This design comes from an exercise in tuning for small area, a short achievable clock period and few clock cycles per item on the open sky130 flow, not from production work. Where RTL was checked, it was by simulation tests only, not by an equivalence proof against the original. For run 5, only the layout was checked, not whether the RTL still works.

$ cat design/flow/flow/run.sh
#!/bin/bash
# Layout flow: the standard flow (standard.sh) with two changes.
#  - ADDER_MAP_FILE is empty, so synthesis maps no full/half-adder cells and ABC
#    maps the adders to plain gates, which are faster than the library's fa/ha cells.
#  - buffer_ports puts a buf_1 on each port instead of the delay buffer it picks
#    by default.
# The synthesis is otherwise the standard one, so the registers are the same.
set -euo pipefail
export ADDER_MAP_FILE=
export BUFFER_PORTS_ARGS="-buffer_cell sky130_fd_sc_hd__buf_1"
bash standard.sh > standard.log 2>&1
$ cat design/flow/design.v
module CORDIC_LUT(N, value);
	input [3:0] N;
	output [29:0] value;
	wire [29:0] atan_LUT [0:15];
	assign atan_LUT[00] = 30'h12E4051D;  
	assign atan_LUT[01] = 30'h09FB385B;  
	assign atan_LUT[02] = 30'h051111D4;  
	assign atan_LUT[03] = 30'h028B0D43;  
	assign atan_LUT[04] = 30'h0145D7E1;  
	assign atan_LUT[05] = 30'h00A2F61E;  
	assign atan_LUT[06] = 30'h00517C55;  
	assign atan_LUT[07] = 30'h0028BE53;  
	assign atan_LUT[08] = 30'h00145F2E;  
	assign atan_LUT[09] = 30'h000A2F98;  
	assign atan_LUT[10] = 30'h000517CC;  
	assign atan_LUT[11] = 30'h00028BE6;  
	assign atan_LUT[12] = 30'h000145F3;  
	assign atan_LUT[13] = 30'h0000A2F9;  
	assign atan_LUT[14] = 30'h0000517D;  
	assign atan_LUT[15] = 30'h000028BE;  
	assign value = atan_LUT[N];
endmodule
module CORDIC_sin_cos (clock, rst, strobe_in, angle, strobe_out, cos, sin);
	input clock;
	input rst;
	input strobe_in;
	input [31:0] angle;
	output strobe_out;
	output [16:0] cos;
	output [16:0] sin;
	reg signed [15:0] X, Y;
	reg [29:0] Z;            
	reg [8:1] PC;            
	reg [3:0] C;                 
	reg busy, done, prev_strobe_in;
	reg NEG;                     
	wire start = strobe_in & ~prev_strobe_in;
	wire [29:0] atan;
	CORDIC_LUT lut(C, atan);
	wire signed [15:0] X1 = (angle[31] ^ angle[30]) ? -16'sd19429 : 16'sd19429;
	wire signed [15:0] Y1 = angle[31] ? -16'sd19429 : 16'sd19429;
	wire [29:0] Z1 = {{1{~angle[29]}}, angle[28:0]};
	wire neg = NEG;
	wire pos = ~neg;
	wire [29:0] K = atan ^ {30{pos}};
	wire [29:0] Zn;
	wire [9:0] co;
	RCA4 za0(Z[3:0], K[3:0], pos, Zn[3:0], co[1]);
	RCA4 za1(Z[7:4], K[7:4], PC[1], Zn[7:4], co[2]);
	RCA4 za2(Z[11:8], K[11:8], PC[2], Zn[11:8], co[3]);
	RCA4 za3(Z[15:12], K[15:12], PC[3], Zn[15:12], co[4]);
	RCA4 za4(Z[19:16], K[19:16], PC[4], Zn[19:16], co[5]);
	RCA4 za5(Z[23:20], K[23:20], PC[5], Zn[23:20], co[6]);
	RCA4 za6(Z[27:24], K[27:24], PC[6], Zn[27:24], co[7]);
	RCA1 za7(Z[28:28], K[28:28], PC[7], Zn[28:28], co[8]);
	RCA1 za8(Z[29:29], K[29:29], PC[8], Zn[29:29], co[9]);
	wire n_g1 = co[1] & (&Zn[7:4]);
	wire n_r1 = (&Zn[7:5]) & (co[1] | Zn[4]);
	wire n_g2 = co[2] & (&Zn[11:8]);
	wire n_r2 = (&Zn[11:9]) & (co[2] | Zn[8]);
	wire n_g3 = co[3] & (&Zn[15:12]);
	wire n_r3 = (&Zn[15:13]) & (co[3] | Zn[12]);
	wire n_g4 = co[4] & (&Zn[19:16]);
	wire n_r4 = (&Zn[19:17]) & (co[4] | Zn[16]);
	wire n_g5 = co[5] & (&Zn[23:20]);
	wire n_r5 = (&Zn[23:21]) & (co[5] | Zn[20]);
	wire n_g6 = co[6] & (&Zn[27:24]);
	wire n_r6 = (&Zn[27:25]) & (co[6] | Zn[24]);
	wire n_g7 = co[7] & (&Zn[28:28]);
	wire n_r7 = 1'b1 & (co[7] | Zn[28]);
	wire n_la_g0 = n_g3 | (n_r3 & n_g2);
	wire n_la_r0 = n_r3 & n_r2;
	wire n_la_g1 = n_la_g0 | (n_la_r0 & n_g1);
	wire n_la_r1 = n_la_r0 & n_r1;
	wire n_la_g2 = n_g5 | (n_r5 & n_g4);
	wire n_la_r2 = n_r5 & n_r4;
	wire n_la_g3 = n_g7 | (n_r7 & n_g6);
	wire n_la_r3 = n_r7 & n_r6;
	wire n_la_g4 = n_la_g3 | (n_la_r3 & n_la_g2);
	wire n_la_r4 = n_la_r3 & n_la_r2;
	wire n_la_g5 = n_la_g4 | (n_la_r4 & n_la_g1);
	wire n_la_r5 = n_la_r4 & n_la_r1;
	wire neg_n = Zn[29] ^ co[8] ^ n_la_g5;
	wire signed [15:0] Xs = (X >>> 1) >>> C;
	wire signed [15:0] Ys = (Y >>> 1) >>> C;
	wire [15:0] Xn, Yn;
	ADD16 ax(X, Ys ^ {16{pos}}, pos, Xn);
	ADD16 ay(Y, Xs ^ {16{neg}}, neg, Yn);
	always @(posedge clock) begin
		prev_strobe_in <= strobe_in;
		if (rst) begin
			prev_strobe_in <= 1'b0;
			busy <= 1'b0;
			done <= 1'b0;
		end else begin
			done <= busy & (C == 4'd15);
			if (start)
				busy <= 1'b1;
			else if (C == 4'd15)
				busy <= 1'b0;
		end
	end
	always @(posedge clock) begin
		if (start) begin
			C <= 4'd0;
			X <= X1;
			Y <= Y1;
			Z <= Z1;
			PC <= 8'd0;
			NEG <= ~angle[29];
		end else begin
			C <= C + 4'd1;
			X <= Xn;
			Y <= Yn;
			Z <= Zn;
			PC <= co[8:1];
			NEG <= neg_n;
		end
	end
	assign cos = {X[15], X};
	assign sin = {Y[15], Y};
	assign strobe_out = done;
endmodule
module RCA1(a, b, ci, s, co);
	input [0:0] a, b;
	input ci;
	output [0:0] s;
	output co;
	wire [1:0] c;
	assign c[0] = ci;
	genvar i;
	generate for (i = 0; i < 1; i = i + 1) begin : bit_
		assign s[i] = a[i] ^ b[i] ^ c[i];
		assign c[i+1] = (a[i] & b[i]) | (a[i] & c[i]) | (b[i] & c[i]);
	end endgenerate
	assign co = c[1];
endmodule
module RCA4(a, b, ci, s, co);
	input [3:0] a, b;
	input ci;
	output [3:0] s;
	output co;
	wire [4:0] c;
	assign c[0] = ci;
	genvar i;
	generate for (i = 0; i < 4; i = i + 1) begin : bit_
		assign s[i] = a[i] ^ b[i] ^ c[i];
		assign c[i+1] = (a[i] & b[i]) | (a[i] & c[i]) | (b[i] & c[i]);
	end endgenerate
	assign co = c[4];
endmodule
module ADD16(input [15:0] a, b, input ci, output [15:0] s);
wire [16:0] g0 = {a & b, ci};
wire [16:0] p0 = {a ^ b, 1'b0};
wire gg0 = g0[1] | (p0[1] & g0[0]);
wire pp0 = p0[1] & p0[0];
wire gg1 = g0[3] | (p0[3] & g0[2]);
wire pp1 = p0[3] & p0[2];
wire gg2 = g0[5] | (p0[5] & g0[4]);
wire pp2 = p0[5] & p0[4];
wire gg3 = g0[7] | (p0[7] & g0[6]);
wire pp3 = p0[7] & p0[6];
wire gg4 = g0[9] | (p0[9] & g0[8]);
wire pp4 = p0[9] & p0[8];
wire gg5 = g0[11] | (p0[11] & g0[10]);
wire pp5 = p0[11] & p0[10];
wire gg6 = g0[13] | (p0[13] & g0[12]);
wire pp6 = p0[13] & p0[12];
wire gg7 = g0[15] | (p0[15] & g0[14]);
wire pp7 = p0[15] & p0[14];
wire gg8 = gg1 | (pp1 & gg0);
wire pp8 = pp1 & pp0;
wire gg9 = gg3 | (pp3 & gg2);
wire pp9 = pp3 & pp2;
wire gg10 = gg5 | (pp5 & gg4);
wire pp10 = pp5 & pp4;
wire gg11 = gg7 | (pp7 & gg6);
wire pp11 = pp7 & pp6;
wire gg12 = gg9 | (pp9 & gg8);
wire pp12 = pp9 & pp8;
wire gg13 = gg11 | (pp11 & gg10);
wire pp13 = pp11 & pp10;
wire gg14 = gg13 | (pp13 & gg12);
wire pp14 = pp13 & pp12;
wire gg15 = gg10 | (pp10 & gg12);
wire pp15 = pp10 & pp12;
wire gg16 = gg2 | (pp2 & gg8);
wire pp16 = pp2 & pp8;
wire gg17 = gg4 | (pp4 & gg12);
wire pp17 = pp4 & pp12;
wire gg18 = gg6 | (pp6 & gg15);
wire pp18 = pp6 & pp15;
wire gg19 = g0[2] | (p0[2] & gg0);
wire pp19 = p0[2] & pp0;
wire gg20 = g0[4] | (p0[4] & gg8);
wire pp20 = p0[4] & pp8;
wire gg21 = g0[6] | (p0[6] & gg16);
wire pp21 = p0[6] & pp16;
wire gg22 = g0[8] | (p0[8] & gg12);
wire pp22 = p0[8] & pp12;
wire gg23 = g0[10] | (p0[10] & gg17);
wire pp23 = p0[10] & pp17;
wire gg24 = g0[12] | (p0[12] & gg15);
wire pp24 = p0[12] & pp15;
wire gg25 = g0[14] | (p0[14] & gg18);
wire pp25 = p0[14] & pp18;
wire gg26 = g0[16] | (p0[16] & gg14);
wire pp26 = p0[16] & pp14;
wire [15:0] cc = {gg14, gg25, gg18, gg24, gg15, gg23, gg17, gg22, gg12, gg21, gg16, gg20, gg8, gg19, gg0, g0[0]};
assign s = a ^ b ^ cc;
endmodule
$ cat design/flow/standard.sh
#!/bin/bash
# synth_recipe.tcl (not shown) runs the flow's synth.tcl, then flattens the netlist and writes it again
# the make line also repeats each setting of config.mk as NAME=value (left out here)
make -C /OpenROAD-flow-scripts/flow DESIGN_CONFIG=/design/flow/config.mk WORK_HOME=/design/flow/orfs CLKGATE_MAP_FILE= SYNTH_SCRIPT=/design/flow/synth_recipe.tcl "${@:-finish}"
$ cat design/flow/config.mk
export PLATFORM = sky130hd
export DESIGN_NAME = CORDIC_sin_cos
export DESIGN_NICKNAME = CORDIC_sin_cos
export VERILOG_FILES = /design/flow/design.v
export SDC_FILE = /design/flow/constraint.sdc
export NUM_CORES = 4
export LEC_CHECK = 0
export ABC_AREA = 1
export CAP_MARGIN = 20
export CORE_MARGIN = 2
export CORE_UTILIZATION = 40
export SETUP_SLACK_MARGIN = 3.6
export SLEW_MARGIN = 20
$ cat design/flow/constraint.sdc
create_clock -name core_clock -period 6.5 [get_ports {clock}]
set_input_delay 1.3000 -clock core_clock [delete_from_list [all_inputs] [get_ports {clock}]]
set_output_delay 1.3000 -clock core_clock [all_outputs]
set_load 0.01 [all_outputs]
==> flow_results.org, run 1 <==
** Status
- Result of the run :: timing/DRC/antenna clean

** Setup path
- Cell type of the slowest stage on the worst timing path :: sky130_fd_sc_hd__dfxtp_1
- Top fanout value on the critical path :: 23
- Crit Path Class :: reg2reg
- Data required time at the worst endpoint :: 6.74 ns
- Cell type group with the largest total delay on the critical path :: simple AND/OR/NAND/NOR gates
- Among the stages of the critical path, the cell type that occurs most often is sky130_fd_sc_hd__nand2_1.
- Walking the worst path, the cells encountered are buf_12 > nor2_4 > buf_4 > inv_1 > a31oi_1 > nand2_1 > nand3b_1 > nand2_1 > nand2_1 > a21oi_1 > nor2_1 > nand2_1 > nand2_1 > nand2_1 > nand2_1 > nand3_1 > nand2_1 > nand2_1 > nand3_1 > nand2_1.
- The critical path contains buffers and inverters numbering 3 combined.
- Critical Path End Type :: register
- Data arrives at the worst endpoint at 2.93 ns.
- Worst setup SP type :: register
- Slowest stage delay, CP :: 0.34 ns

** Detailed routing
- DR iter-0 viols :: 424
- Avg Vias per Cell :: 4.91
- The routed design uses 8.37 mm of met2 wire.
- Routed WL :: 20.0 mm
- After detailed routing, the number of remaining DRC violations is 0.
- The highest layer touched by signal routing is met4.
- For this block, the via count after detailed routing is 7664.
- Total routed wire length on the met1 layer :: 10.5 mm
- The first detailed-routing pass took 5 iterations.
- Detailed route wirelength on metal3 :: 833 um
- Routed wirelength normalized by instance count :: 12.8 um
- Once detail routing completed, the nets flagged for antenna violations numbered 0.

** Synth
- Syn. warnings :: 2
- Sequential cells were found to cover 21.5% of the synthesized design area.
- Area share of xor/xnor cells in the synthesized design :: 9.37%
- In the synthesized netlist, mux cells make up 0% of the area.
- Of all flip-flops after synthesis, the portion carrying an async set or reset was 0%.
- Main combinational cell family by area after synthesis :: simple AND/OR/NAND/NOR gates
- The number of nets in the synthesized netlist is 1308.
- Synth cell types :: 45
- Fraction of the mapped netlist area in adder cells :: 0%
- Mean post-synth cell area :: 5.72 um^2
- Number of enable-type register cells in the synthesized netlist :: 0
- In the synthesized netlist, the number of instances is 1273.
- Top FF cell, synth :: sky130_fd_sc_hd__dfxtp_1
- The synthesized netlist devotes 50.8% of its cell area to simple gates.
- The synthesized design contains 78 register bits.
- Summing the areas of all compound-gate instances in the mapped netlist gives 7.46% of the synthesized area.
- Netlist area before placement :: 0.00728 mm^2

** Timing
- Layout Skew :: 0.00610 ns
- Total negative slack for setup checks :: 0 ns
- RSZ-0062 raised after global routing :: true
- For the finished layout, the period the worst path requires is 2.69 ns.
- The final number of hold-violating endpoints is 0.
- Max_slew headroom :: 49.2%
- Timing would allow up to 372 MHz.
- At the pin with the least slew margin, the transition time is 0.761 ns.
- Final Setup Violations :: 0
- Of the available clock period, the critical path in the final layout requires 41.4%.
- Max-slew violations :: 0

** Place
- Detailed placement finished with a half-perimeter wire length of 14.5 mm.
- The congestion estimate from routability-driven global placement came to 0.882.
- In this run the tool buffered the top-level ports with 69 buffer cells.

** Clock network
- Clk Latency, worst-skew pair :: 0.35 ns
- TritonCTS built the clock tree.
- The tree built by TritonCTS fans out to 78 sinks.
- Hold buffers post-CTS :: 0
- Clock Tree Root :: sky130_fd_sc_hd__clkbuf_16
- The clock passes through at most 2 buffers.
- After clock tree synthesis, the clock-pin slew on the worst setup and hold paths is 0.06 ns.
- The H-tree generated during clock tree synthesis spans 3 levels.
- Number of buffers added by the clock tree synthesis step :: 9

** Global route
- Global-route wire length before repair :: 32.5 mm
- The number of global-route vias before repair came to 6723.
- Maximum number of pins on one net before global-route repair :: 74
- Global Route Usage Sum :: 20.3%
- Total congestion overflow after global routing :: 0
- Number of antenna violations at the first check in global routing :: 0

** Floorplanning
- Once the floorplan was initialized, standard cells occupied 40.7% of the core.
- From left edge to right edge, the die measures 139 um.
- The region available for standard cell placement spans 0.0179 mm^2.
- Floorplan row count :: 49
- In this run the count of I/O pins placed on the die edge is 70.
- The die covers 0.0193 mm^2.
- The floorplan step set the die height to 139 um.

** Layout
- In the final layout, flip-flops and latches occupy 0.00157 mm^2.
- Final #Nets :: 1363
- Final core utilization :: 45.7%
- After filler insertion, the fill cell instance count of the layout stands at 1970.
- The multi-input combinational cells in the finished layout cover a total of 0.00502 mm^2.
- The post-route netlist has 10.4% of its cells at a drive strength greater than 1.
- Antenna Cells :: 0
- Relative to the synthesized area, the layout overhead comes to 12.3%.

** Min path
- Hold crit path type :: reg2reg

** Run
- MaxCap Viol Count :: 0
==> registers in the layout, indices dropped and copies added, names as in the netlist <==
| signal | cells |
|---|---|
| PC | 8 |
| C | 4 |
| prev_strobe_in | 1 |
| Y | 16 |
| NEG | 1 |
| X | 16 |
| busy | 1 |
| done | 1 |
| Z | 30 |
==> worst paths after layout <==
| kind | slack, ns | endpoint | start | cells past startpoint |
|---|---|---|---|---|
| worst min register to register | 0.46 | C[0] | C[0] | 1 |
| worst max register to register | 3.81 | NEG | C[3] | 20 |
| worst min-delay path | 0.46 | C[0] | C[0] | 1 |
| worst max-delay path | 3.81 | NEG | C[3] | 20 |
==> synthesized netlist by cell type (all sizes together) (5+ instances only) <==
cell	number	area, um^2
a21oi	22	118
nand4	7	43.8
or2	25	159
xor2	58	516
o21ai	61	305
nand3	203	1070
nand3b	5	37.5
buf	36	282
nand2	528	2040
xnor2	13	121
clkbuf	13	48.8
inv	120	460
nor2	79	317
dfxtp	78	1560
==> cell usage in the layout, fill, tap and decap left out, drive strengths merged, types with 3 or more instances in the layout <==
cell	synthesis	final
xor2	58	58
inv	120	119
dfxtp	78	78
a31oi	3	3
clkinvlp	0	4
xnor2	13	13
clkinv	2	4
nand3b	5	5
nand4	7	7
buf	36	90
o21a	3	3
clkbuf	13	13
o22ai	4	4
nand2	528	528
or2	25	25
nand3	203	203
a21oi	22	22
nor2	79	80
o21ai	61	61
==> metal layers <==
layer  vias to the layer above  GRT usage [%]
met3                        22           2.59
met4                         0           6.43
met5                         -              0
li1                       4143              -
met2                       169           30.2
met1                      3330           30.2
==> timing repair <==
action,4_1_cts,5_1_grt
cloned,1,2
buffers inserted,4,10
endpoints found under the setup margin,30,23
pin swaps,2,6
resized for setup,12,40
==> layout make-up <==
cell class / instances / share of cell area (%)
Multi-Input combinational cell: 1025 / 61.4
Sequential cell: 78 / 19.3
Timing Repair Buffer: 92 / 6.32
Inverter: 122 / 6.17
Tap cell: 229 / 3.50
Clock buffer: 11 / 2.97
Clock inverter: 5 / 0.429
==> metrics by stage <==
| step | hold WS [ns] | worst slack, ns | cells | cell area (um^2) |
|---|---|---|---|---|
| after CTS | 0.471 | 3.60 | 1550 | 7910 |
| after detailed placement | 0.459 | 2.96 | 1529 | 7560 |
| after floorplan | 0.430 | 4.20 | 1273 | 7280 |
| after global placement | 0.458 | 3.05 | 1529 | 7560 |
| after global routing | 0.475 | 3.56 | 1562 | 8180 |
| final | 0.456 | 3.81 | 1562 | 8180 |
==> logic make-up after synthesis <==
family	count (synthesis)
xor gates and xnor gates	73
buffers and inverters	171
DFF	78
and+or+nand+nor	851
AOI/OAI and AO/OA	100
Testbench counts, summed over its fixed seeds: cycles 34,824, items 2,048.
==> inputs of run 2 (changes only) <==
--- a/design/flow/config.mk
+++ b/design/flow/config.mk
@@ -9,5 +9,5 @@
 export CAP_MARGIN = 20
 export CORE_MARGIN = 2
 export CORE_UTILIZATION = 40
-export SETUP_SLACK_MARGIN = 3.6
+export SETUP_SLACK_MARGIN = 4.0
 export SLEW_MARGIN = 20
==> flow_results.org, run 2 <==
** Detailed routing
- Routed signal wires occupy layers up through met4.
- Total routed wire length on the met1 layer :: 10.8 mm (+3.2%)
- The remaining number of nets flagged by the antenna check after routing is 0 (unchanged).
- The length of routed met2 wiring came to 9.86 mm (+18%).
- The initial detailed-routing violation count came to 522 (+23%).
- The wire length reported by the detailed router was 22.9 mm (+15%).
- Detailed route wirelength on metal3 :: 1.46 mm (+75%)
- Routed wirelength normalized by instance count :: 14.4 um (+12%)
- Count of TritonRoute iterations in the first routing pass :: 5 (unchanged)
- The average vias per placed instance is 5.17 (+5.5%).
- Vias :: 8253 (+7.7%)
- Post-route DRC violation count :: 0 (unchanged)

** Synth
- The area fraction in compound gates after synthesis came to 7.46% (unchanged).
- Fraction of registers with async set or reset after synthesis :: 0% (unchanged)
- The area share of the largest cell type after synthesis came to 25.9% (unchanged).
- Post-synth top cells :: 503 x sky130_fd_sc_hd__nand2_1, 193 x sky130_fd_sc_hd__nand3_1, 106 x sky130_fd_sc_hd__inv_1
- The number of flops mapped to enable cells by yosys was 0 (unchanged).
- Synth cell types :: 45 (unchanged)
- By instance count, the leading cell after synthesis is sky130_fd_sc_hd__nand2_1.
- Netlist area before placement :: 0.00728 mm^2 (unchanged)
- The number of instances in the synthesized netlist was 1273 (unchanged).
- The mean cell area of the mapped netlist came to 5.72 um^2 (unchanged).
- In the synthesized netlist the dominant register cell turns out to be sky130_fd_sc_hd__dfxtp_1.
- By area the synthesized netlist is led by sky130_fd_sc_hd__nand2_1 26%, sky130_fd_sc_hd__dfxtp_1 21%, sky130_fd_sc_hd__nand3_1 13%.
- Post-synthesis register bit count :: 78 (unchanged)
- The simple-gate share of the synthesized area came to 50.8% (unchanged).
- Cell accounting for the most synthesized area :: sky130_fd_sc_hd__nand2_1
- The synthesized-area fraction occupied by xor and xnor cells came to 9.37% (unchanged).
- The total of warnings raised by yosys was 2 (unchanged).
- Sequential element share of the synthesized area :: 21.5% (unchanged)
- The post-synthesis mux area share was 0% (unchanged).
- Main combinational cell family by area after synthesis :: simple AND/OR/NAND/NOR gates
- Fraction of the mapped netlist area in adder cells :: 0% (unchanged)
- Post-synth net total :: 1308 (unchanged)

** Global route
- Global Route Usage Sum :: 21.7% (+1.5 points)
- The initial antenna violation count is 0 (unchanged).
- The pin count of the biggest net entering global routing was 74 (unchanged).
- Vias in the first global route :: 7111 (+5.8%)
- The overall overflow remaining after global route was 0 (unchanged).
- Global-route wire length before repair :: 34.5 mm (+6.2%)

** Min path
- In this run the most critical hold path is launched from Z[0].
- In this run the worst hold path is classified as reg2reg.

** Layout
- Final non-filler cell total :: 1595 (+2.1%)
- Most common cell after layout, fill and taps aside :: sky130_fd_sc_hd__nand2_1
- Largest register by flop count :: Z
- Area added between synthesis and finish :: 26.5%
- Final #Nets :: 1396 (+2.4%)
- The library cells used most frequently in the layout, excluding fill and tap cells, are 435 x sky130_fd_sc_hd__nand2_1, 150 x sky130_fd_sc_hd__nand3_1, 101 x sky130_fd_sc_hd__inv_1.
- Antenna Cells :: 0 (unchanged)
- The flip-flop count of the largest register after layout is 30 (unchanged).
- Number of filler cells placed in the layout :: 1825 (-7.4%)
- Share of cells above drive strength 1 :: 22.5% (+12 points)
- The largest registers in the layout are Z: 30 flops, X: 16 flops, Y: 16 flops.

** Clock network
- CTS tree :: done
- Count of H-tree levels built during CTS :: 3 (unchanged)
- The number of buffers inserted during clock tree synthesis was 9 (unchanged).
- Clock sink count :: 78 (unchanged)
- Clock Tree Root :: sky130_fd_sc_hd__clkbuf_16
- The worst-skew pair later-pin latency is 0.35 ns (about the same).
- Clock-pin slew on the worst setup and hold paths :: 0.06 ns (about the same)
- Number of buffers between clock root and the deepest sink :: 2 (unchanged)

** Place
- Cell count after placement :: 1529 (unchanged)
- Number of input and output port buffers inserted :: 69 (unchanged)
- HPWL after detailed placement :: 14.5 mm (unchanged)
- Final RePlAce weighted congestion :: 0.882 (unchanged)

** Floorplanning
- The standard-cell row count is 49 (unchanged).
- The I/O pin total came to 70 (unchanged).
- The floorplan die area is 0.0193 mm^2 (unchanged).
- The floorplan die width is 139 um (unchanged).
- Placeable Area :: 0.0179 mm^2 (unchanged)
- The effective utilization at floorplan is 40.7% (unchanged).
- Die height :: 139 um (unchanged)

** Setup path
- Cell with the most instances on the worst path :: sky130_fd_sc_hd__nand2_1
- Crit Path Class :: reg2reg
- Critical Path End Type :: register
- Crit path cell chain :: buf_8 > buf_4 > nand2_1 > inv_1 > nor2_1 > a31oi_4 > inv_1 > nand2_1 > nand3b_1 > nand2_1 > nand2_1 > a21oi_1 > nor2_1 > nand2_1 > nand2_1 > nand2_1 > nand2_2 > nand3_2 > nand2_1 > nand2_1 > nand3_1 > nand2_1
- Cell type of the slowest stage on the worst timing path :: sky130_fd_sc_hd__dfxtp_4
- Critical Path Start :: C[1]
- Slowest stage delay, CP :: 0.36 ns (+0.02 ns)
- The data required time of the worst path is 6.74 ns (about the same).
- The arrival time at the worst endpoint is 2.82 ns (-0.11 ns).
- Setup slack, reg-to-reg :: 3.92 ns (+0.11 ns)
- The largest driver fanout on the critical path is 5 (-78%).
- In this run the critical register-to-register path is launched from C[1].
- Worst setup SP type :: register

** Timing
- The final max-slew violation count came to 0 (unchanged).
- The final setup skew is 0.00757 ns (+0.00146 ns).
- Least-Margin Pin Slew :: 0.797 ns (+0.0357 ns)
- The hold slack was 0.470 ns (+0.0144 ns).
- Setup repair after global routing could not meet its margin everywhere.
- The timing-limited maximum frequency is 387 MHz (+4.3%).
- The final critical-path required period is 2.58 ns (-0.110 ns).
- Period utilisation layout :: 39.7% (-1.7 points)
- The worst max-slew margin expressed relative to the limit came to 45.5% (-3.8 points).
- Total negative slack for setup checks :: 0 ns (unchanged)
- The final number of setup-violating endpoints came to 0 (unchanged).
- Final Hold Viols :: 0 (unchanged)

** Status
- Result of the run :: timing/DRC/antenna clean

** Run
- The total of max-cap violations is 0 (unchanged).
[run 2: cell counts after synthesis]
Identical to the previous run, type by type.
[run 2: cell type report]
type / count / area [um^2] / share of cell area, %
tap: 229 / 287 / 3.11
sequential: 78 / 1580 / 17.1
multi-input combinational: 1025 / 5590 / 60.7
clock buffer: 11 / 243 / 2.64
timing repair buffer: 122 / 907 / 9.85
clock inverter: 5 / 35.0 / 0.380
inverter: 122 / 528 / 5.73
timing repair inverter: 3 / 45.0 / 0.489
[run 2: final timing paths]
| path | endpoint | cells past startpoint |
|---|---|---|
| max | NEG | 22 |
| min | Z[0] | 2 |
| max reg2reg | NEG | 22 |
| min reg2reg | Z[0] | 2 |
[run 2: cells by family (layout without fill, tap and decap cells)]
family / count (synthesis) / in the layout
AO/OA/AOI/OAI: 100 / 100
AND/OR/NAND/NOR: 851 / 852
XOR/XNOR: 73 / 73
buffers and inverters: 171 / 263
flip-flops: 78 / 78
[run 2: stage by stage]
| stage | setup WS, ns | util, % | instance area, um^2 |
|---|---|---|---|
| 2_1_floorplan | 4.20 | - | 7280 |
| 3_3_place_gp | 3.05 | 42.2 | 7560 |
| 3_5_place_dp | 2.96 | 42.2 | 7560 |
| 4_1_cts | 4.00 | 47.1 | 8440 |
| 5_1_grt | 3.69 | 51.4 | 9210 |
| 6_report | 3.92 | 51.4 | 9210 |
[run 2: critical path: cells and delay by family, from the launching register on]
family | cells | cell delay [ns]
AOI/OAI and AO/OA | 2 | 0.24
buffers and inverters | 4 | 0.47
DFF | 1 | 0.36
and+or+nand+nor | 16 | 1.42
[run 2: per-layer routing]
layer,GRT usage [%],vias to the layer above
li1,-,4227
met1,30.4,3654
met5,0,-
met3,4.01,70
met2,32.7,302
met4,9.41,0
[run 2: repair_timing]
item / in CTS / in global routing
gates resized for setup: 80 / 155
hold buffers: 0 / 0
setup endpoints to repair: 65 / 28
pin swaps: 17 / 40
gates cloned: 8 / 3
buffers inserted: 18 / 21
==> inputs of run 3 (changes only) <==
--- a/design/flow/config.mk
+++ b/design/flow/config.mk
@@ -9,5 +9,5 @@
 export CAP_MARGIN = 20
 export CORE_MARGIN = 2
 export CORE_UTILIZATION = 40
-export SETUP_SLACK_MARGIN = 4.0
+export SETUP_SLACK_MARGIN = 3.5
 export SLEW_MARGIN = 20
==> flow_results.org, run 3 <==
** Floorplanning
- Die height :: 139 um (unchanged)
- Floorplan row count :: 49 (unchanged)
- The floorplan die area was 0.0193 mm^2 (unchanged).
- Count of pins on the block boundary :: 70 (unchanged)
- The floorplan die width came to 139 um (unchanged).
- Initial Utilization :: 40.7% (unchanged)
- Placeable Area :: 0.0179 mm^2 (unchanged)

** Synth
- The mean cell area of the mapped netlist is 5.72 um^2 (unchanged).
- The total of warnings raised by yosys was 2 (unchanged).
- Yosys attributes the largest share of cell area to sky130_fd_sc_hd__nand2_1 26%, sky130_fd_sc_hd__dfxtp_1 21%, sky130_fd_sc_hd__nand3_1 13%.
- The number of flops mapped to enable cells by yosys was 0 (unchanged).
- The async set-or-reset flop fraction in the synthesized netlist came to 0% (unchanged).
- The number of instances in the synthesized netlist came to 1273 (unchanged).
- Area fraction of the dominant cell type after synthesis :: 25.9% (unchanged)
- Post-synthesis register bit count :: 78 (unchanged)
- Top FF cell, synth :: sky130_fd_sc_hd__dfxtp_1
- The synthesized design spends more area on one cell type than any other, namely sky130_fd_sc_hd__nand2_1.
- The share of synthesized area occupied by flip-flops and latches is 21.5% (unchanged).
- By instance count, the leading cell after synthesis is sky130_fd_sc_hd__nand2_1.
- The area of the mapped netlist came to 0.00728 mm^2 (unchanged).
- Synth cell types :: 45 (unchanged)
- Post-synth top cells :: 503 x sky130_fd_sc_hd__nand2_1, 193 x sky130_fd_sc_hd__nand3_1, 106 x sky130_fd_sc_hd__inv_1
- The number of nets in the synthesized netlist is 1308 (unchanged).

** Detailed routing
- Routed wirelength normalized by instance count :: 12.7 um (-12%)
- The remaining number of nets flagged by the antenna check after routing was 0 (unchanged).
- The average vias per placed instance was 4.88 (-5.7%).
- The initial detailed-routing violation count was 510 (-2.3%).
- Vias :: 7594 (-8.0%)
- Routed WL :: 19.7 mm (-14%)
- Post-route DRC violation count :: 0 (unchanged)
- The count of TritonRoute iterations in the first routing pass was 5 (unchanged).

** Setup path
- Setup slack, reg-to-reg :: 3.76 ns (-0.16 ns)
- STA classifies the critical path startpoint as a register.
- The arrival time at the worst endpoint was 2.98 ns (+0.16 ns).
- Critical Path End Type :: register
- The largest driver fanout on the critical path was 34 (+29).
- Data required time at the worst endpoint :: 6.74 ns (about the same)
- The critical path in this run is classified as reg2reg.
- The logic depth of the worst register-to-register path is 18 (-18%).

** Place
- Final RePlAce weighted congestion :: 0.882 (unchanged)
- Number of input and output port buffers inserted :: 69 (unchanged)
- HPWL after detailed placement :: 14.5 mm (unchanged)

** Layout
- The net count reported at finish came to 1357 (-2.8%).
- Area of the multi-input gates :: 0.00496 mm^2 (-11%)
- Leaving out fill and tap cells, the most frequent cells in the layout are 502 x sky130_fd_sc_hd__nand2_1, 192 x sky130_fd_sc_hd__nand3_1, 106 x sky130_fd_sc_hd__inv_1.
- The flip-flop count of the largest register after layout was 30 (unchanged).
- FF+latch area :: 0.00157 mm^2 (-0.32%)
- The area growth from synthesis to layout is 10.4%.
- Antenna Cells :: 0 (unchanged)
- In the final layout, the registers with the most flip-flops are Z: 30 flops, X: 16 flops, Y: 16 flops.
- The fraction of layout instances using a drive strength above 1 is 9.04% (-14 points).
- Number of filler cells placed in the layout :: 1981 (+8.5%)
- Most common cell after layout, fill and taps aside :: sky130_fd_sc_hd__nand2_1
- Largest register by flop count :: Z

** Timing
- Final Setup Violations :: 0 (unchanged)
- The worst max-slew margin expressed relative to the limit came to 50.0% (+4.5 points).
- Layout Skew :: 0.00655 ns (-0.00101 ns)
- The setup TNS after final layout was 0 ns (unchanged).
- The final max-slew violation count was 0 (unchanged).
- The timing-limited maximum frequency came to 365 MHz (-5.7%).
- Least-Margin Pin Slew :: 0.750 ns (-0.0472 ns)
- RSZ-0062 raised after global routing :: false
- Final Hold Viols :: 0 (unchanged)
- Period utilisation layout :: 42.1% (+2.4 points)
- The final critical-path required period came to 2.74 ns (+0.156 ns).

** Global route
- Met2 layer usage reported by global route :: 30.3% (-2.5 points)
- met2 is the most crowded layer.
- Global-route wire length before repair :: 32.5 mm (-5.9%)
- Number of antenna violations at the first check in global routing :: 0 (unchanged)
- Global Route Usage Sum :: 20.2% (-1.5 points)
- The pin count of the biggest net entering global routing is 74 (unchanged).
- The routing usage on met3 is 2.59% (-1.4 points).
- Vias in the first global route :: 6721 (-5.5%)
- Total congestion overflow after global routing :: 0 (unchanged)
- GRT met1 Usage :: 30.2% (-0.24 points)

** Clock network
- The CTS clock-pin slew for the worst setup and hold paths was 0.06 ns (about the same).
- Count of H-tree levels built during CTS :: 3 (unchanged)
- TritonCTS built the clock tree.
- Number of buffers added by the clock tree synthesis step :: 9 (unchanged)
- The TritonCTS sink count came to 78 (unchanged).
- Clk Latency, worst-skew pair :: 0.35 ns (about the same)
- Number of buffers between clock root and the deepest sink :: 2 (unchanged)
- Clock Tree Root :: sky130_fd_sc_hd__clkbuf_16
- The number of hold-repair buffers added at the cts stage is 0 (unchanged).

** Min path
- The cell count of the worst hold path is 2 (unchanged).
- The min-delay analysis places its worst path in the category reg2reg.

** Run
- The total of max-cap violations was 0 (unchanged).

** Status
- The run finished with no timing, DRC or antenna violations.
-- run 3: what timing repair did --
item                       in CTS  in global routing
gates cloned                    1                  2
buffers inserted                4                  4
setup endpoints to repair      26                 22
resized for setup               7                 22
pin swaps                       2                  3
-- run 3: final timing paths --
kind              startpoint  endpoint
hold / removal          Z[0]      Z[0]
hold reg to reg         Z[0]      Z[0]
setup / recovery        C[1]       NEG
setup reg to reg        C[1]       NEG
-- run 3: logic make-up after synthesis --
logic type                after synthesis  synth area share [%]
DFF                                    78                  21.5
and+or+nand+nor                       851                  50.8
AOI/OAI and AO/OA                     100                  7.46
xor gates and xnor gates               73                  9.37
buffers and inverters                 171                  11.0
-- run 3: metal layers --
| metal | routed length, um | up-vias |
|---|---|---|
| met5 | 0 | - |
| met4 | 284 | 0 |
| met3 | 807 | 18 |
| met2 | 8140 | 167 |
| met1 | 10500 | 3277 |
| li1 | - | 4132 |
-- run 3: worst max-delay path: stages, from the launching register on --
cell and delay [ns]:
sky130_fd_sc_hd__dfxtp_4 0.38, sky130_fd_sc_hd__buf_12 0.16, sky130_fd_sc_hd__inv_8 0.18, sky130_fd_sc_hd__nand2_2 0.11, sky130_fd_sc_hd__nand2_1 0.14, sky130_fd_sc_hd__nand2_1 0.09
sky130_fd_sc_hd__xor2_1 0.17, sky130_fd_sc_hd__or2_2 0.34, sky130_fd_sc_hd__nand2_1 0.08, sky130_fd_sc_hd__xnor2_1 0.14, sky130_fd_sc_hd__nand3_1 0.10, sky130_fd_sc_hd__nor2_1 0.17
sky130_fd_sc_hd__nand3_1 0.09, sky130_fd_sc_hd__nor2_1 0.12, sky130_fd_sc_hd__nand3_1 0.11, sky130_fd_sc_hd__nand2_1 0.08, sky130_fd_sc_hd__nand2_1 0.04, sky130_fd_sc_hd__nand3_1 0.07
sky130_fd_sc_hd__nand2_1 0.06
-- run 3: cell type report --
class | count | share of cell area [%]
flip-flops and latches | 78 | 19.6
multi-input cells | 1025 | 61.7
well taps | 229 | 3.56
clock inverters | 5 | 0.436
repair buffers | 86 | 5.65
clock buffers | 11 | 3.02
inverters | 122 | 6.01
-- run 3: through the flow --
step	instances	setup slack [ns]	hold slack, ns	utilization, %	instance area [um^2]
2_1_floorplan	1273	4.20	0.430	-	7280
3_3_place_gp	1529	3.05	0.458	42.2	7560
3_5_place_dp	1529	2.96	0.459	42.2	7560
4_1_cts	1550	3.52	0.471	44.1	7890
5_1_grt	1556	3.50	0.506	44.9	8040
6_report	1556	3.76	0.471	44.9	8040
==> inputs of run 4 (changes only) <==
--- a/design/flow/config.mk
+++ b/design/flow/config.mk
@@ -8,6 +8,6 @@
 export ABC_AREA = 1
 export CAP_MARGIN = 20
 export CORE_MARGIN = 2
-export CORE_UTILIZATION = 40
+export CORE_UTILIZATION = 60
 export SETUP_SLACK_MARGIN = 3.5
 export SLEW_MARGIN = 20
==> flow_results.org, run 4 <==
** Setup path
- In this run the critical register-to-register path is launched from C[1].
- Reg2reg end :: NEG
- Setup slack, reg-to-reg :: 3.72 ns (-0.04 ns)
- The data required time of the worst path was 6.77 ns (+0.03 ns).
- STA classifies the critical path endpoint as a register.
- The setup path with the least slack is of type in2reg.
- The arrival time at the worst endpoint is 3.10 ns (+0.12 ns).
- Worst setup SP type :: input pin
- Depth of the most critical reg-to-reg path :: 20 (+2)
- The largest driver fanout on the critical path came to 74 (+120%).

** Synth
- Most frequent cell after synthesis :: sky130_fd_sc_hd__nand2_1
- The adder and majority cell fraction of the synthesized area came to 0% (unchanged).
- The share of synthesized area occupied by flip-flops and latches is 21.5% (unchanged).
- The area of the mapped netlist came to 0.00728 mm^2 (unchanged).
- Area share of xor/xnor cells in the synthesized design :: 9.37% (unchanged)
- Main combinational cell family by area after synthesis :: simple AND/OR/NAND/NOR gates
- Post-Synth Simple-Gate Area :: 50.8% (unchanged)
- Among all flip-flop cells after synthesis, the most frequent one is sky130_fd_sc_hd__dfxtp_1.
- Of all cell types, the one taking the most synthesized area is sky130_fd_sc_hd__nand2_1.
- Largest cells by area after synthesis :: sky130_fd_sc_hd__nand2_1 26%, sky130_fd_sc_hd__dfxtp_1 21%, sky130_fd_sc_hd__nand3_1 13%
- The area share of the largest cell type after synthesis was 25.9% (unchanged).
- Post-synth top cells :: 503 x sky130_fd_sc_hd__nand2_1, 193 x sky130_fd_sc_hd__nand3_1, 106 x sky130_fd_sc_hd__inv_1
- The number of nets in the synthesized netlist came to 1308 (unchanged).
- Number of standard cells after synthesis :: 1273 (unchanged)
- Mean post-synth cell area :: 5.72 um^2 (unchanged)
- The async set-or-reset flop fraction in the synthesized netlist was 0% (unchanged).
- Post-synthesis register bit count :: 78 (unchanged)
- Number of enable-type register cells in the synthesized netlist :: 0 (unchanged)
- Compound-Gate Fraction of Synth Area :: 7.46% (unchanged)
- Fraction of synthesized area in multiplexers :: 0% (unchanged)
- The count of distinct cell types in the synthesized netlist came to 45 (unchanged).
- Syn. warnings :: 2 (unchanged)

** Timing
- The hold slack came to 0.483 ns (+0.0125 ns).
- Max_slew headroom :: 63.2% (+13 points)
- Layout Skew :: 0.00555 ns (-0.00100 ns)
- Peak Freq :: 353 MHz (-3.5%)
- The final max-slew violation count was 0 (unchanged).
- Total negative slack for setup checks :: 0 ns (unchanged)
- The final critical-path required period was 2.84 ns (+0.0985 ns).
- Least-Margin Pin Slew :: 0.551 ns (-0.199 ns)
- Period utilisation layout :: 43.6% (+1.5 points)
- Setup repair after global routing could not meet its margin everywhere.
- Final Setup Violations :: 0 (unchanged)
- Final Hold Viols :: 0 (unchanged)

** Layout
- Most common cell after layout, fill and taps aside :: sky130_fd_sc_hd__nand2_1
- The number of inserted diodes came to 0 (unchanged).
- In the layout the commonest cells are 503 x sky130_fd_sc_hd__nand2_1, 193 x sky130_fd_sc_hd__nand3_1, 106 x sky130_fd_sc_hd__inv_1.
- Final Cell Area :: 0.00786 mm^2 (-2.2%)
- The final standard cell count with taps included and fillers excluded is 1468 (-5.7%).
- The fraction of layout instances using a drive strength above 1 was 8.33% (-0.72 points).
- Final #Nets :: 1351 (-0.44%)
- Relative to the synthesized area, the layout overhead comes to 7.98%.
- The largest registers in the layout are Z: 30 flops, X: 16 flops, Y: 16 flops.
- The register with the most flip-flops in the final layout is Z.
- The flip-flop count of the largest register after layout was 30 (unchanged).

** Floorplanning
- Initial Utilization :: 61.1% (+20 points)
- The floorplan die width is 114 um (-18%).
- Count of pins on the block boundary :: 70 (unchanged)
- The floorplan die area came to 0.0130 mm^2 (-32%).
- Placeable Area :: 0.0119 mm^2 (-33%)
- Floorplan row count :: 40 (-18%)
- Die height :: 114 um (-18%)

** Detailed routing
- The initial detailed-routing violation count came to 701 (+37%).
- The average vias per placed instance was 5.32 (+9.1%).
- The count of TritonRoute iterations in the first routing pass is 6 (+1).
- Routed wirelength normalized by instance count :: 13.1 um (+3.2%)
- The wire length reported by the detailed router was 19.2 mm (-2.7%).
- Post-route DRC violation count :: 0 (unchanged)
- The remaining number of nets flagged by the antenna check after routing was 0 (unchanged).
- The total number of vias is 7816 (+2.9%).

** Clock network
- Clock Tree Root :: sky130_fd_sc_hd__clkbuf_16
- CTS tree :: done
- The number of buffers inserted during clock tree synthesis is 9 (unchanged).
- Number of buffers between clock root and the deepest sink :: 2 (unchanged)
- Count of H-tree levels built during CTS :: 3 (unchanged)
- Clock-pin slew on the worst setup and hold paths :: 0.06 ns (about the same)
- Clock sink count :: 78 (unchanged)
- The number of hold-repair buffers added at the cts stage was 0 (unchanged).
- The worst-skew pair later-pin latency came to 0.35 ns (about the same).

** Run
- MaxCap Viol Count :: 0 (unchanged)

** Place
- HPWL after detailed placement :: 13.9 mm (-4.4%)
- Cell Area, Placed :: 0.00745 mm^2 (-1.5%)
- The count of placed standard cells including taps is 1446 (-5.4%).
- The final RePlAce weighted congestion is 0.922 (+4.6%).
- The number of port buffers came to 69 (unchanged).

** Global route
- The first-pass GRT wire length came to 31.0 mm (-4.6%).
- Vias in the first global route :: 6612 (-1.6%)
- The initial antenna violation count is 0 (unchanged).
- The overall overflow remaining after global route is 0 (unchanged).
- The global router's overall resource usage was 29.4% (+9.2 points).
- The pin count of the biggest net entering global routing came to 75 (+1.4%).

** Min path
- Hold crit path type :: reg2reg
- The startpoint identified for the worst hold timing path is Z[0].
- For hold timing, the worst endpoint is Z[0].
- Number of cells on the worst hold path :: 2 (unchanged)

** Status
- Result of the run :: timing/DRC/antenna clean
==> run 4: layout make-up <==
type,count,area [um^2]
Timing Repair Buffer,80,378
Tap cell,147,184
Sequential cell,78,1570
Clock buffer,11,243
Inverter,122,487
Fill cell,1186,4050
Multi-Input combinational cell,1025,4940
Clock inverter,5,58.8
==> run 4: timing repair <==
item | CTS | global route
setup buffers | 3 | 2
hold endpoints to repair | 0 | 0
endpoints found under the setup margin | 27 | 21
cloned | 0 | 1
pin swaps | 2 | 1
gates resized for setup | 8 | 17
==> run 4: worst max-delay path, stage by stage <==
cell and delay [ns]:
sky130_fd_sc_hd__buf_1 0.06, sky130_fd_sc_hd__inv_1 0.07, sky130_fd_sc_hd__nor2_4 0.09, sky130_fd_sc_hd__buf_8 0.35, sky130_fd_sc_hd__clkinv_1 0.35, sky130_fd_sc_hd__buf_4 0.37, sky130_fd_sc_hd__or2_2 0.40, sky130_fd_sc_hd__o21ai_0 0.10
==> run 4: routing by layer <==
layer  track usage, %  part of all wire, %  up-vias
li1                 -                    -     4114
met2             44.4                   42      269
met4             8.21                  1.8        0
met5                0                    0        -
met1             43.5                   49     3402
met3             4.39                  7.4       31
==> run 4: cells by family after synthesis <==
logic type | Yosys count
compound gates | 100
xor+xnor | 73
buf+inv | 171
flops | 78
simple gates | 851
==> run 4: worst max-delay path by stage <==
stage,from,endpoint,slack (ns),cells past startpoint
2_1_floorplan,strobe_in,Y[4],4.20,6
3_3_place_gp,strobe_in,Y[2],3.05,8
3_5_place_dp,strobe_in,Y[5],2.99,8
4_1_cts,C[3],NEG,3.51,16
5_1_grt,C[0],X[15],3.46,25
6_report,strobe_in,Y[5],3.66,8
==> run 4: per-stage QoR <==
step	util (%)	setup WS [ns]
2_1_floorplan	-	4.20
3_3_place_gp	62.5	3.05
3_5_place_dp	62.5	2.99
4_1_cts	65.4	3.51
5_1_grt	66.0	3.46
6_report	66.0	3.66
==> inputs of run 5 (changes only) <==
--- a/design/flow/design.v
+++ b/design/flow/design.v
@@ -30,7 +30,7 @@
 	output [16:0] sin;
 	reg signed [15:0] X, Y;
 	reg [29:0] Z;            
-	reg [8:1] PC;            
+	reg [5:1] PC;            
 	reg [3:0] C;                 
 	reg busy, done, prev_strobe_in;
 	reg NEG;                     
@@ -44,43 +44,28 @@
 	wire pos = ~neg;
 	wire [29:0] K = atan ^ {30{pos}};
 	wire [29:0] Zn;
-	wire [9:0] co;
-	RCA4 za0(Z[3:0], K[3:0], pos, Zn[3:0], co[1]);
-	RCA4 za1(Z[7:4], K[7:4], PC[1], Zn[7:4], co[2]);
-	RCA4 za2(Z[11:8], K[11:8], PC[2], Zn[11:8], co[3]);
-	RCA4 za3(Z[15:12], K[15:12], PC[3], Zn[15:12], co[4]);
-	RCA4 za4(Z[19:16], K[19:16], PC[4], Zn[19:16], co[5]);
-	RCA4 za5(Z[23:20], K[23:20], PC[5], Zn[23:20], co[6]);
-	RCA4 za6(Z[27:24], K[27:24], PC[6], Zn[27:24], co[7]);
-	RCA1 za7(Z[28:28], K[28:28], PC[7], Zn[28:28], co[8]);
-	RCA1 za8(Z[29:29], K[29:29], PC[8], Zn[29:29], co[9]);
-	wire n_g1 = co[1] & (&Zn[7:4]);
-	wire n_r1 = (&Zn[7:5]) & (co[1] | Zn[4]);
-	wire n_g2 = co[2] & (&Zn[11:8]);
-	wire n_r2 = (&Zn[11:9]) & (co[2] | Zn[8]);
-	wire n_g3 = co[3] & (&Zn[15:12]);
-	wire n_r3 = (&Zn[15:13]) & (co[3] | Zn[12]);
-	wire n_g4 = co[4] & (&Zn[19:16]);
-	wire n_r4 = (&Zn[19:17]) & (co[4] | Zn[16]);
-	wire n_g5 = co[5] & (&Zn[23:20]);
-	wire n_r5 = (&Zn[23:21]) & (co[5] | Zn[20]);
-	wire n_g6 = co[6] & (&Zn[27:24]);
-	wire n_r6 = (&Zn[27:25]) & (co[6] | Zn[24]);
-	wire n_g7 = co[7] & (&Zn[28:28]);
-	wire n_r7 = 1'b1 & (co[7] | Zn[28]);
-	wire n_la_g0 = n_g3 | (n_r3 & n_g2);
-	wire n_la_r0 = n_r3 & n_r2;
-	wire n_la_g1 = n_la_g0 | (n_la_r0 & n_g1);
-	wire n_la_r1 = n_la_r0 & n_r1;
-	wire n_la_g2 = n_g5 | (n_r5 & n_g4);
-	wire n_la_r2 = n_r5 & n_r4;
-	wire n_la_g3 = n_g7 | (n_r7 & n_g6);
-	wire n_la_r3 = n_r7 & n_r6;
-	wire n_la_g4 = n_la_g3 | (n_la_r3 & n_la_g2);
-	wire n_la_r4 = n_la_r3 & n_la_r2;
-	wire n_la_g5 = n_la_g4 | (n_la_r4 & n_la_g1);
-	wire n_la_r5 = n_la_r4 & n_la_r1;
-	wire neg_n = Zn[29] ^ co[8] ^ n_la_g5;
+	wire [6:0] co;
+	RCA6 za0(Z[5:0], K[5:0], pos, Zn[5:0], co[1]);
+	RCA6 za1(Z[11:6], K[11:6], PC[1], Zn[11:6], co[2]);
+	RCA6 za2(Z[17:12], K[17:12], PC[2], Zn[17:12], co[3]);
+	RCA6 za3(Z[23:18], K[23:18], PC[3], Zn[23:18], co[4]);
+	RCA5 za4(Z[28:24], K[28:24], PC[4], Zn[28:24], co[5]);
+	RCA1 za5(Z[29:29], K[29:29], PC[5], Zn[29:29], co[6]);
+	wire n_g1 = co[1] & (&Zn[11:6]);
+	wire n_r1 = (&Zn[11:7]) & (co[1] | Zn[6]);
+	wire n_g2 = co[2] & (&Zn[17:12]);
+	wire n_r2 = (&Zn[17:13]) & (co[2] | Zn[12]);
+	wire n_g3 = co[3] & (&Zn[23:18]);
+	wire n_r3 = (&Zn[23:19]) & (co[3] | Zn[18]);
+	wire n_g4 = co[4] & (&Zn[28:24]);
+	wire n_r4 = (&Zn[28:25]) & (co[4] | Zn[24]);
+	wire n_la_g0 = n_g2 | (n_r2 & n_g1);
+	wire n_la_r0 = n_r2 & n_r1;
+	wire n_la_g1 = n_g4 | (n_r4 & n_g3);
+	wire n_la_r1 = n_r4 & n_r3;
+	wire n_la_g2 = n_la_g1 | (n_la_r1 & n_la_g0);
+	wire n_la_r2 = n_la_r1 & n_la_r0;
+	wire neg_n = Zn[29] ^ co[5] ^ n_la_g2;
 	wire signed [15:0] Xs = (X >>> 1) >>> C;
 	wire signed [15:0] Ys = (Y >>> 1) >>> C;
 	wire [15:0] Xn, Yn;
@@ -106,14 +91,14 @@
 			X <= X1;
 			Y <= Y1;
 			Z <= Z1;
-			PC <= 8'd0;
+			PC <= 5'd0;
 			NEG <= ~angle[29];
 		end else begin
 			C <= C + 4'd1;
 			X <= Xn;
 			Y <= Yn;
 			Z <= Zn;
-			PC <= co[8:1];
+			PC <= co[5:1];
 			NEG <= neg_n;
 		end
 	end
@@ -135,19 +120,33 @@
 	end endgenerate
 	assign co = c[1];
 endmodule
-module RCA4(a, b, ci, s, co);
-	input [3:0] a, b;
+module RCA5(a, b, ci, s, co);
+	input [4:0] a, b;
 	input ci;
-	output [3:0] s;
+	output [4:0] s;
 	output co;
-	wire [4:0] c;
+	wire [5:0] c;
 	assign c[0] = ci;
 	genvar i;
-	generate for (i = 0; i < 4; i = i + 1) begin : bit_
+	generate for (i = 0; i < 5; i = i + 1) begin : bit_
 		assign s[i] = a[i] ^ b[i] ^ c[i];
 		assign c[i+1] = (a[i] & b[i]) | (a[i] & c[i]) | (b[i] & c[i]);
 	end endgenerate
-	assign co = c[4];
+	assign co = c[5];
+endmodule
+module RCA6(a, b, ci, s, co);
+	input [5:0] a, b;
+	input ci;
+	output [5:0] s;
+	output co;
+	wire [6:0] c;
+	assign c[0] = ci;
+	genvar i;
+	generate for (i = 0; i < 6; i = i + 1) begin : bit_
+		assign s[i] = a[i] ^ b[i] ^ c[i];
+		assign c[i+1] = (a[i] & b[i]) | (a[i] & c[i]) | (b[i] & c[i]);
+	end endgenerate
+	assign co = c[6];
 endmodule
 module ADD16(input [15:0] a, b, input ci, output [15:0] s);
 wire [16:0] g0 = {a & b, ci};
--- a/design/flow/config.mk
+++ b/design/flow/config.mk
@@ -8,6 +8,6 @@
 export ABC_AREA = 1
 export CAP_MARGIN = 20
 export CORE_MARGIN = 2
-export CORE_UTILIZATION = 60
+export CORE_UTILIZATION = 40
 export SETUP_SLACK_MARGIN = 3.5
 export SLEW_MARGIN = 20
==> flow_results.org, run 5 <==
** Status
- Result of the run :: timing/DRC/antenna clean

** Detailed routing
- The average wire per cell in the routed design came to 13.5 um (+3.2%).
- The count of unresolved DRC violations after routing is 0 (unchanged).
- The average vias per placed instance came to 5.03 (-5.5%).
- The initial detailed-routing violation count was 579 (-17%).
- The total number of vias was 7691 (-1.6%).
- Routed WL :: 20.6 mm (+7.4%)
- ANT nets after route :: 0 (unchanged)
- The count of TritonRoute iterations in the first routing pass came to 5 (-1).

** Floorplanning
- The I/O pin total came to 70 (unchanged).
- The floorplan die width came to 136 um (+19%).
- The floorplan die area is 0.0185 mm^2 (+42%).
- The vertical die dimension came to 136 um (+19%).
- Initial Utilization :: 40.6% (-21 points)
- The standard-cell row count is 48 (+20%).
- Placeable Area :: 0.0172 mm^2 (+44%)

** Setup path
- Worst setup SP type :: register
- Data required time at the worst endpoint :: 6.75 ns (-0.02 ns)
- Critical Path Start :: C[3]
- Depth of the most critical reg-to-reg path :: 19 (-5.0%)
- The largest driver fanout on the critical path was 11 (-85%).
- Setup slack, reg-to-reg :: 3.72 ns (about the same)
- Termination of the worst setup path :: NEG
- The setup path with the least slack is of type reg2reg.
- The worst setup path is captured at a register.
- The endpoint identified for the worst register-to-register timing path is NEG.
- Arrival time at the worst endpoint :: 3.02 ns (-0.08 ns)
- The startpoint identified for the worst register-to-register timing path is C[3].

** Min path
- Number of cells on the worst hold path :: 2 (unchanged)
- In this run the worst hold path is classified as reg2reg.

** Layout
- Final non-filler cell total :: 1528 (+4.1%)
- Share of cells above drive strength 1 :: 11.7% (+3.3 points)
- The library cell used most frequently in the layout, excluding fill and tap cells, is sky130_fd_sc_hd__nand2_1.
- Area added between synthesis and finish :: 18.0%
- Top library cells by usage in the layout, fill and taps aside :: 472 x sky130_fd_sc_hd__nand2_1, 125 x sky130_fd_sc_hd__inv_1, 116 x sky130_fd_sc_hd__nand3_1
- Counting flops per register, the top entry is Z.
- The net count reported at finish came to 1333 (-1.3%).
- The final design utilization was 47.9% (-18 points).
- The largest registers in the layout are Z: 30 flops, X: 16 flops, Y: 16 flops.
- The number of filler instances in the final layout was 1876 (+58%).
- The number of inserted diodes came to 0 (unchanged).
- The flip-flop count of the largest register after layout came to 30 (unchanged).

** Global route
- Number of antenna violations at the first check in global routing :: 0 (unchanged)
- The global router's overall resource usage is 21.2% (-8.3 points).
- Total congestion overflow after global routing :: 0 (unchanged)
- The number of global-route vias before repair is 6765 (+2.3%).
- The first-pass GRT wire length came to 31.5 mm (+1.6%).
- The pin count of the biggest net entering global routing is 65 (-13%).

** Synth
- sky130_fd_sc_hd__nand2_1 is the most common cell in the netlist.
- Post-synth net total :: 1264 (-3.4%)
- Fraction of registers with async set or reset after synthesis :: 0% (unchanged)
- Largest cells by area after synthesis :: sky130_fd_sc_hd__nand2_1 26%, sky130_fd_sc_hd__dfxtp_1 22%, sky130_fd_sc_hd__nand3_1 8.9%
- Number of enable-type register cells in the synthesized netlist :: 0 (unchanged)
- Post-synth top cells :: 479 x sky130_fd_sc_hd__nand2_1, 127 x sky130_fd_sc_hd__inv_1, 124 x sky130_fd_sc_hd__nand3_1
- Sequential element share of the synthesized area :: 21.5% (+0.078 points)
- The area of the mapped netlist was 0.00697 mm^2 (-4.2%).
- Syn. warnings :: 2 (unchanged)
- The mean cell area of the mapped netlist is 5.67 um^2 (-0.76%).
- The synthesis-stage register bit count was 75 (-3.8%).
- The area share of the largest cell type after synthesis came to 25.8% (-0.16 points).
- Top FF cell, synth :: sky130_fd_sc_hd__dfxtp_1
- The count of distinct cell types in the synthesized netlist is 47 (+4.4%).
- Cell accounting for the most synthesized area :: sky130_fd_sc_hd__nand2_1
- The number of instances in the synthesized netlist came to 1229 (-3.5%).

** Timing
- The pin slew with the least headroom to its limit was 0.641 ns (+0.0904 ns).
- The hold slack was 0.481 ns (-0.00184 ns).
- The setup TNS after final layout came to 0 ns (unchanged).
- The portion of the clock cycle consumed by the worst path in the final layout came to 42.7% (-0.89 points).
- Final Setup Violations :: 0 (unchanged)
- Peak Freq :: 360 MHz (+2.1%)
- The final max-slew violation count is 0 (unchanged).
- Max_slew headroom :: 57.3% (-6.0 points)
- Layout Skew :: 0.0108 ns (+0.00526 ns)
- Setup repair after global routing could not meet its margin everywhere.
- The final number of hold-violating endpoints is 0 (unchanged).
- Crit path time final :: 2.78 ns (-0.0578 ns)

** Place
- HPWL after detailed placement :: 14.4 mm (+3.7%)
- The final RePlAce weighted congestion came to 0.908 (-1.5%).
- Cell count after placement :: 1482 (+2.5%)
- Number of input and output port buffers inserted :: 69 (unchanged)

** Clock network
- Clock-pin slew on the worst setup and hold paths :: 0.07 ns (about the same)
- The number of buffers inserted during clock tree synthesis came to 9 (unchanged).
- Clock sink count :: 75 (-3.8%)
- Hold buffers post-CTS :: 0 (unchanged)
- CTS tree :: done
- The number of H-tree branching levels is 3 (unchanged).
- Number of buffers between clock root and the deepest sink :: 2 (unchanged)
- The cell sitting at the root of the clock tree is a sky130_fd_sc_hd__clkbuf_16.
- The worst-skew pair later-pin latency is 0.36 ns (about the same).

** Run
- MaxCap Viol Count :: 0 (unchanged)
run 5: cell types whose count changed in the layout (fill, tap and decap cells not counted), sizes merged, moves of 3 or more:
cell    delta
nand3     -76
nand2     -41
or2        +8
inv       +13
o21ai     +41
buf       +15
nor3       +3
dfxtp      -3
a21boi     +3
clkbuf     +7
o211ai     +7
nor2       +3
run 5: kinds of logic after synthesis:
| logic type | after synthesis | share of synthesized area [%] |
|---|---|---|
| mux | 1 | 0.144 |
| simple gates | 744 | 44.9 |
| xor+xnor | 76 | 10.0 |
| compound gates | 150 | 12.1 |
| buf+inv | 183 | 11.4 |
| flops | 75 | 21.5 |
run 5: layer usage:
layer  GRT usage (%)  share of wire, %
met3            2.57               4.6
met1            25.8                45
met5               0                 0
met2            37.4                48
met4            8.80               3.2
run 5: metrics by stage:
| step | area (um^2) | setup WS, ns |
|---|---|---|
| after global placement | 7290 | 2.98 |
| after CTS | 7700 | 3.51 |
| after floorplan | 6970 | 4.19 |
| after detailed placement | 7290 | 2.89 |
| final | 8230 | 3.72 |
| after global routing | 8230 | 3.47 |
run 5: timing repair:
action / CTS / global route
gates resized for setup: 14 / 77
buffers inserted: 5 / 16
pin swaps: 1 / 5
endpoints found under the setup margin: 32 / 12
gates cloned: 1 / 8
run 5: critical path, stage by stage (launching register included):
cell,delay [ns]
sky130_fd_sc_hd__dfxtp_4,0.39
sky130_fd_sc_hd__nor2_4,0.31
sky130_fd_sc_hd__inv_1,0.21
sky130_fd_sc_hd__nor2_1,0.17
sky130_fd_sc_hd__nand2_1,0.14
sky130_fd_sc_hd__o21ai_0,0.19
sky130_fd_sc_hd__xor2_1,0.28
sky130_fd_sc_hd__nor2_1,0.10
sky130_fd_sc_hd__inv_1,0.08
sky130_fd_sc_hd__nand2_1,0.07
sky130_fd_sc_hd__nand3_1,0.11
sky130_fd_sc_hd__nand2_1,0.07
sky130_fd_sc_hd__nor2_1,0.10
sky130_fd_sc_hd__nand3_1,0.07
sky130_fd_sc_hd__nor2_1,0.08
sky130_fd_sc_hd__nand2_1,0.07
sky130_fd_sc_hd__nand2_1,0.06
sky130_fd_sc_hd__nand2_1,0.04
sky130_fd_sc_hd__nand3_1,0.06
sky130_fd_sc_hd__nand2_1,0.05
run 5: area by class of cell:
| cell class | count | area (um^2) | share of cell area (%) |
|---|---|---|---|
| Timing Repair Buffer | 101 | 634 | 7.71 |
| Inverter | 137 | 552 | 6.71 |
| Clock inverter | 4 | 72.6 | 0.882 |
| Tap cell | 225 | 282 | 3.42 |
| Timing Repair inverter | 2 | 10.0 | 0.122 |
| Sequential cell | 75 | 1520 | 18.4 |
| Multi-Input combinational cell | 972 | 4900 | 59.6 |
| Clock buffer | 12 | 256 | 3.12 |
run 5: how the worst min path moves through the flow:
| stage | startpoint | to | slack (ns) |
|---|---|---|---|
| finish | busy | busy | 0.48 |
| global placement | Z[0] | Z[0] | 0.47 |
| global route | busy | busy | 0.51 |
| detailed placement | busy | busy | 0.48 |
| CTS | busy | busy | 0.48 |
| floorplan | busy | done | 0.43 |

==> re-timing with driven ports <==
No port has a modelled driver above. Below, the same layouts with a new extraction and two added sets of constraints. Step 1 (the two cells are an assumption about what drives the block):
set clk [get_ports {clock}]
set_driving_cell -lib_cell sky130_fd_sc_hd__clkbuf_16 $clk
set_driving_cell -lib_cell sky130_fd_sc_hd__buf_2 [delete_from_list [all_inputs] $clk]
Step 2 moves the port delays by t, midway between the first and last clock arrival at a register: inputs arrive t later, outputs are due t later. That takes back most of the time a late clock gives input paths. Three values: no drivers, after step 1, after step 2; two values: the first two.
run	t, ns	slack for setup (ns)	cell pins on the clock port's net
run 1	0.395	3.809 / 3.809 / 3.640	1
run 2	0.397	3.919 / 3.919 / 3.742	1
run 3	0.396	3.763 / 3.763 / 3.652	1
run 4	0.386	3.665 / 3.682 / 3.296	1
run 5	0.393	3.723 / 3.723 / 3.684	1
After both steps setup and hold are still met in every run listed. For run 4, which loses most, drivers alone change the setup slack by +0.017 ns; drivers and shift together by -0.369 ns.
